Source: an optimization exercise on an open RTL-to-GDS flow (aim: small area, a short achievable clock period and few clock cycles per item). Production flows keep margins and buffers that such runs may drop. The RTL was checked by simulation tests, not by an equivalence proof against the original design.

## alpha
==> flow/design.v (excerpt) <==
module ahb_lite_fir_filter (
    input  wire        clk,
    input  wire        n_rst,
    input  wire        hsel,
    input  wire [3:0]  haddr,
    input  wire        hsize,
    input  wire [1:0]  htrans,
    input  wire        hwrite,
    input  wire [15:0] hwdata,
    output reg  [15:0] hrdata,
    output reg         hresp
);
    wire xfer = hsel & (htrans != 2'b00);
    always @(*) begin
        hresp = 1'b0;
        if (xfer) begin
            if (hwrite) hresp = (haddr[3:2] == 2'b00) | (haddr == 4'd15);
            else        hresp = (haddr == 4'd15);
        end
    end
    wire wr_ok    = xfer & hwrite & (haddr[3:2] != 2'b00) & (haddr != 4'd15);
    wire s_wr_nx  = wr_ok & (haddr[3:1] == 3'd2);
    reg        wv;           
    reg        hw_lo;        
    reg        hw_hi;
    reg [3:0]  wa;
    reg        ws;
    reg [3:0]  ra;           
    reg        rs;
    always @(posedge clk, negedge n_rst) begin
        if (!n_rst) begin
            wv <= 1'b0; hw_lo <= 1'b0; hw_hi <= 1'b0;
        end else begin
            wv    <= wr_ok;
            hw_lo <= s_wr_nx & (hsize | ~haddr[0]);
            hw_hi <= s_wr_nx & (hsize | haddr[0]);
        end
    end
    always @(posedge clk) begin
        wa <= haddr;
        ws <= hsize;
        ra <= haddr;
        rs <= hsize;
    end
    wire w_lo  = ws | ~wa[0];
    wire w_hi  = ws | wa[0];
    wire s_wr  = hw_lo | hw_hi;                        
    wire ld    = wv & (wa == 4'd14) & hwdata[0];       
    wire [3:0] f_wr;
    assign f_wr[0] = wv & (wa[3:1] == 3'd3);
    assign f_wr[1] = wv & (wa[3:1] == 3'd4);
    assign f_wr[2] = wv & (wa[3:1] == 3'd5);
    assign f_wr[3] = wv & (wa[3:1] == 3'd6);
    reg [15:0] F0, F1, F2, F3;       
    reg [15:0] C0, C1, C2, C3;       
    reg [15:0] S, H1, H2;            
    reg [15:0] result;               
    reg        rneg;                 
    reg        err;
    reg [1:0] zf0, zf1, zf2, zf3;    
  ...
For scale: roughly 2,700 cells after synthesis, ~340 flip-flops, roughly 44 I/O pins, roughly 25,000 sq um of cells after synthesis.
Settings: LEC_CHECK=0, ABC_AREA=1, CAP_MARGIN=20, CORE_MARGIN=2, CORE_UTILIZATION=40, CTS_CLUSTER_DIAMETER=120, CTS_CLUSTER_SIZE=22, PLACE_DENSITY=0.7, SETUP_SLACK_MARGIN=5, SLEW_MARGIN=20; clock period 11.0 ns.
standard.sh (not shown) runs the stock make flow with config.mk's settings and CLKGATE_MAP_FILE= SYNTH_SCRIPT=/design/flow/synth_recipe.tcl, a recipe that flattens the netlist after the stock synthesis.
==> flow/flow/run.sh <==
#!/bin/bash
bash standard.sh SETUP_SLACK_MARGIN=6.0 "BUFFER_PORTS_ARGS=-buffer_cell sky130_fd_sc_hd__buf_4" finish > standard.log 2>&1
Testbench counts of alpha, summed over its fixed seeds: cycles 4,880, samples 1,600.
Input-level comparison between beta and alpha:
Settings: clearing PLACE_DENSITY, which used to be 0.7.
==> flow/flow/run.sh <==
#!/bin/bash
bash standard.sh SETUP_SLACK_MARGIN=6.0 "BUFFER_PORTS_ARGS=-buffer_cell sky130_fd_sc_hd__buf_2" finish > standard.log 2>&1
## What came out
beta vs alpha: routed wire length up in beta
Delta(maximum single-stage delay on the critical path, beta - alpha) < 0
Higher critical path depth was reported by beta, not alpha.
Relative to beta, the following input files were edited for gamma:
Settings: removing CTS_CLUSTER_SIZE (formerly 22); removing CTS_CLUSTER_DIAMETER (formerly 120).
==> flow/flow/run.sh <==
#!/bin/bash
bash standard.sh SETUP_SLACK_MARGIN=5.7 "BUFFER_PORTS_ARGS=-buffer_cell sky130_fd_sc_hd__buf_2" finish > standard.log 2>&1
On highest achievable clock rate, the higher figure sits with beta, not gamma. beta → gamma: number of setup violations in the final report closely matched the old numbers; global-route usage increased by 0.22 points relative to the old numbers. ~same cell area after placement in gamma and beta. The run with more setup slack is beta; gamma has less. On number of H-tree branching levels, the higher figure sits with gamma, not beta. [diff] worst hold slack, gamma relative to beta: improvement. beta ended up with more cell instances than gamma did. Via count on gamma is ahead of beta.


## build 97
ahb_lite_fir_filter again, from the RTL that the note above started with.
==> flow/design.v (excerpt) <==
module ahb_lite_fir_filter (
    input  wire        clk,
    input  wire        n_rst,
    input  wire        hsel,
    input  wire [3:0]  haddr,
    input  wire        hsize,
    input  wire [1:0]  htrans,
    input  wire        hwrite,
    input  wire [15:0] hwdata,
    output reg  [15:0] hrdata,
    output reg         hresp
);
clock: 11.0 ns
lec_check: 0
abc_area: 1
cap_margin: 20
core_margin: 2
core_utilization: 40
cts_cluster_diameter: 120
cts_cluster_size: 22
place_density: 0.7
setup_slack_margin: 5
slew_margin: 20
==> flow/flow/run.sh <==
#!/bin/bash
bash standard.sh SETUP_SLACK_MARGIN=6.0 "BUFFER_PORTS_ARGS=-buffer_cell sky130_fd_sc_hd__buf_2" finish > standard.log 2>&1
Testbench counts of build 97, summed over its fixed seeds: cycles 4,880, samples 1,600.
The inputs of build 21 differ from those of build 97 as listed below.
# build 97
export LEC_CHECK = 0
export ABC_AREA = 1
export CAP_MARGIN = 20
export CORE_MARGIN = 2
export CORE_UTILIZATION = 40
export CTS_CLUSTER_DIAMETER = 120
export CTS_CLUSTER_SIZE = 22
export PLACE_DENSITY = 0.7
export SETUP_SLACK_MARGIN = 5
export SLEW_MARGIN = 20
create_clock -name core_clock -period 11.0 [get_ports {clk}]
# build 21
export LEC_CHECK = 0
export CAP_MARGIN = 20
export CORE_MARGIN = 2
export CORE_UTILIZATION = 40
export SETUP_SLACK_MARGIN = 5
export SLEW_MARGIN = 20
create_clock -name core_clock -period 11.0 [get_ports {clk}]
==> flow/run.sh (new file) <==
#!/bin/bash
# synth_recipe.tcl (not shown) runs the flow's synth.tcl, then flattens the netlist and writes it again
# the make line also repeats each setting of config.mk as NAME=value (left out here)
make -C /OpenROAD-flow-scripts/flow DESIGN_CONFIG=/design/flow/config.mk WORK_HOME=/design/flow/orfs CLKGATE_MAP_FILE= SYNTH_SCRIPT=/design/flow/synth_recipe.tcl finish
removed: flow/flow/run.sh
removed: flow/standard.sh
### Flow results
Combinational family with the most area after synthesis = compound AO/OA/AOI/OAI gates: build 21; combinational family with the most area after synthesis = adder cells: build 97. Summary of build 21 over build 97: first-pass GRT wire length climbed about 20%; proportion of cell area occupied by multi-input gates climbed 0.59 points; total via count in the routed design climbed 1,105; final cell count dropped about 7%; number of instances in the synthesized netlist dropped 7.0%.
diff inputs: build 21 => build 91
# build 21
export LEC_CHECK = 0
export CAP_MARGIN = 20
export CORE_MARGIN = 2
export CORE_UTILIZATION = 40
export SETUP_SLACK_MARGIN = 5
export SLEW_MARGIN = 20
create_clock -name core_clock -period 11.0 [get_ports {clk}]
# build 91
export LEC_CHECK = 0
export ABC_AREA = 0
export CAP_MARGIN = 20
export CORE_MARGIN = 2
export CORE_UTILIZATION = 40
export CTS_CLUSTER_DIAMETER = 120
export CTS_CLUSTER_SIZE = 22
export SETUP_SLACK_MARGIN = 5
export SLEW_MARGIN = 20
create_clock -name core_clock -period 11.0 [get_ports {clk}]
==> flow/flow/run.sh (new file) <==
#!/bin/bash
bash standard.sh SETUP_SLACK_MARGIN=6.0 "BUFFER_PORTS_ARGS=-buffer_cell sky130_fd_sc_hd__buf_2" finish > standard.log 2>&1
==> flow/standard.sh (new file) <==
#!/bin/bash
# synth_recipe.tcl (not shown) runs the flow's synth.tcl, then flattens the netlist and writes it again
# the make line also repeats each setting of config.mk as NAME=value (left out here)
make -C /OpenROAD-flow-scripts/flow DESIGN_CONFIG=/design/flow/config.mk WORK_HOME=/design/flow/orfs CLKGATE_MAP_FILE= SYNTH_SCRIPT=/design/flow/synth_recipe.tcl "${@:-finish}"
removed: flow/run.sh
Results
- Cell area after layout went up slightly going from build 21 to build 91.
- Build 91 gives less worst reg-to-reg path cell count than build 21 did.
- Setup slack in build 91 is larger than in build 21.
- Count of vias placed by the detailed router: build 91 vs build 21 down 124
- Build 91 and build 21 ended up with nearly the same number of hold buffers added after cts.
- Comparing build 91 and build 21, final critical delay including setup and external delays is higher on build 21.
- Measured against each other, build 91 and build 21 differ in final cell count, the lower figure coming from build 21.
- [build 91] biggest cell delay along the critical path fell 0.07 ns relative to build 21
- Relative to build 21, build 91 degrades worst slack on hold paths.
Relative to build 91, the following input files were edited for build 43:
# build 91
export LEC_CHECK = 0
export ABC_AREA = 0
export CAP_MARGIN = 20
export CORE_MARGIN = 2
export CORE_UTILIZATION = 40
export CTS_CLUSTER_DIAMETER = 120
export CTS_CLUSTER_SIZE = 22
export SETUP_SLACK_MARGIN = 5
export SLEW_MARGIN = 20
create_clock -name core_clock -period 11.0 [get_ports {clk}]
# build 43
export LEC_CHECK = 0
export ABC_AREA = 1
export CAP_MARGIN = 20
export CORE_MARGIN = 2
export CORE_UTILIZATION = 40
export SETUP_SLACK_MARGIN = 5
export SLEW_MARGIN = 20
create_clock -name core_clock -period 11.0 [get_ports {clk}]
==> flow/flow/run.sh <==
#!/bin/bash
bash standard.sh SETUP_SLACK_MARGIN=5.5 finish > standard.log 2>&1
==> run summary <==
- In the tables for build 91 and build 43, arrival time at the worst endpoint reads higher with build 91.
- As far as summed area of non-filler cells in the final layout is concerned, build 91 and build 43 perform about the same.
- Placer congestion estimate: build 43 < build 91
- Compared to build 91, build 43 was floorplanned on a bigger die.
- Relative to build 91, tap cell count increased by 9 in build 43.
- Diff build 91 -> build 43 | final worst slack | increase of 0.21 ns
- In build 43 the x dimension of the die turned out about 0.4% higher than in build 91.
- When build 43 is measured against build 91, its first-pass GRT wire length turns out about 8% lower.
#### Input delta (build 37 over build 43)
# build 43
export LEC_CHECK = 0
export ABC_AREA = 1
export CAP_MARGIN = 20
export CORE_MARGIN = 2
export CORE_UTILIZATION = 40
export SETUP_SLACK_MARGIN = 5
export SLEW_MARGIN = 20
create_clock -name core_clock -period 11.0 [get_ports {clk}]
# build 37
export LEC_CHECK = 0
export ABC_AREA = 1
export CAP_MARGIN = 10
export CORE_MARGIN = 2
export CORE_UTILIZATION = 40
export CTS_CLUSTER_DIAMETER = 120
export CTS_CLUSTER_SIZE = 22
export PLACE_DENSITY = 0.7
export SETUP_SLACK_MARGIN = 5
export SLEW_MARGIN = 10
create_clock -name core_clock -period 11.0 [get_ports {clk}]
==> flow/flow/run.sh <==
#!/bin/bash
bash standard.sh SETUP_SLACK_MARGIN=6.0 "BUFFER_PORTS_ARGS=-buffer_cell sky130_fd_sc_hd__buf_2" finish > standard.log 2>&1
==> run summary <==
The global-route usage of build 37 falls short of that of build 43 by 1.7 points.
Going from build 43 to build 37, first-pass GRT wire length has decreased, signed area change from the synthesized netlist to the final layout dropped 2.3 points, post-cts sizing count picked up an extra 22.
Diff build 37..build 43 | number of buffers on the longest clock path | negligible

## re-timing with driven ports
The flow's constraints put no driver on any port. The routed layouts listed below were extracted and timed again, unchanged, in two steps.
Step 1, drivers: a clkbuf_16 drives clk and a buf_2 each remaining input, both assumed.
Step 2 adds t to the input delays and takes it off the output delays; t is the mean of the earliest and latest rising clock arrival at the registers after step 1. Input paths then give back, and output paths get back, about the clock's delay inside the block.
a / b / c = no drivers / after step 1 / after step 2; a / b = the first two.
run	t, ns	setup WS [ns]	worst setup path after step 2	cell pins on the clock port's net
alpha	0.619	5.946 / 5.883 / 5.481	input to register	1
beta	0.631	5.996 / 5.934 / 5.470	input to register	1
gamma	0.642	5.726 / 5.666 / 5.257	input to register	1
build 97	0.619	6.021 / 5.955 / 5.519	input to register	1
build 21	0.635	5.097 / 5.034 / 4.511	input to register	1
build 91	0.637	5.380 / 5.315 / 5.435	input to register	1
build 43	0.644	5.588 / 5.528 / 4.990	input to register	1
build 37	0.619	6.020 / 5.955 / 5.515	input to register	1
After both steps setup and hold are still met in every run listed. For build 43, which loses most, drivers alone change the setup slack by -0.060 ns; drivers and shift together by -0.598 ns.
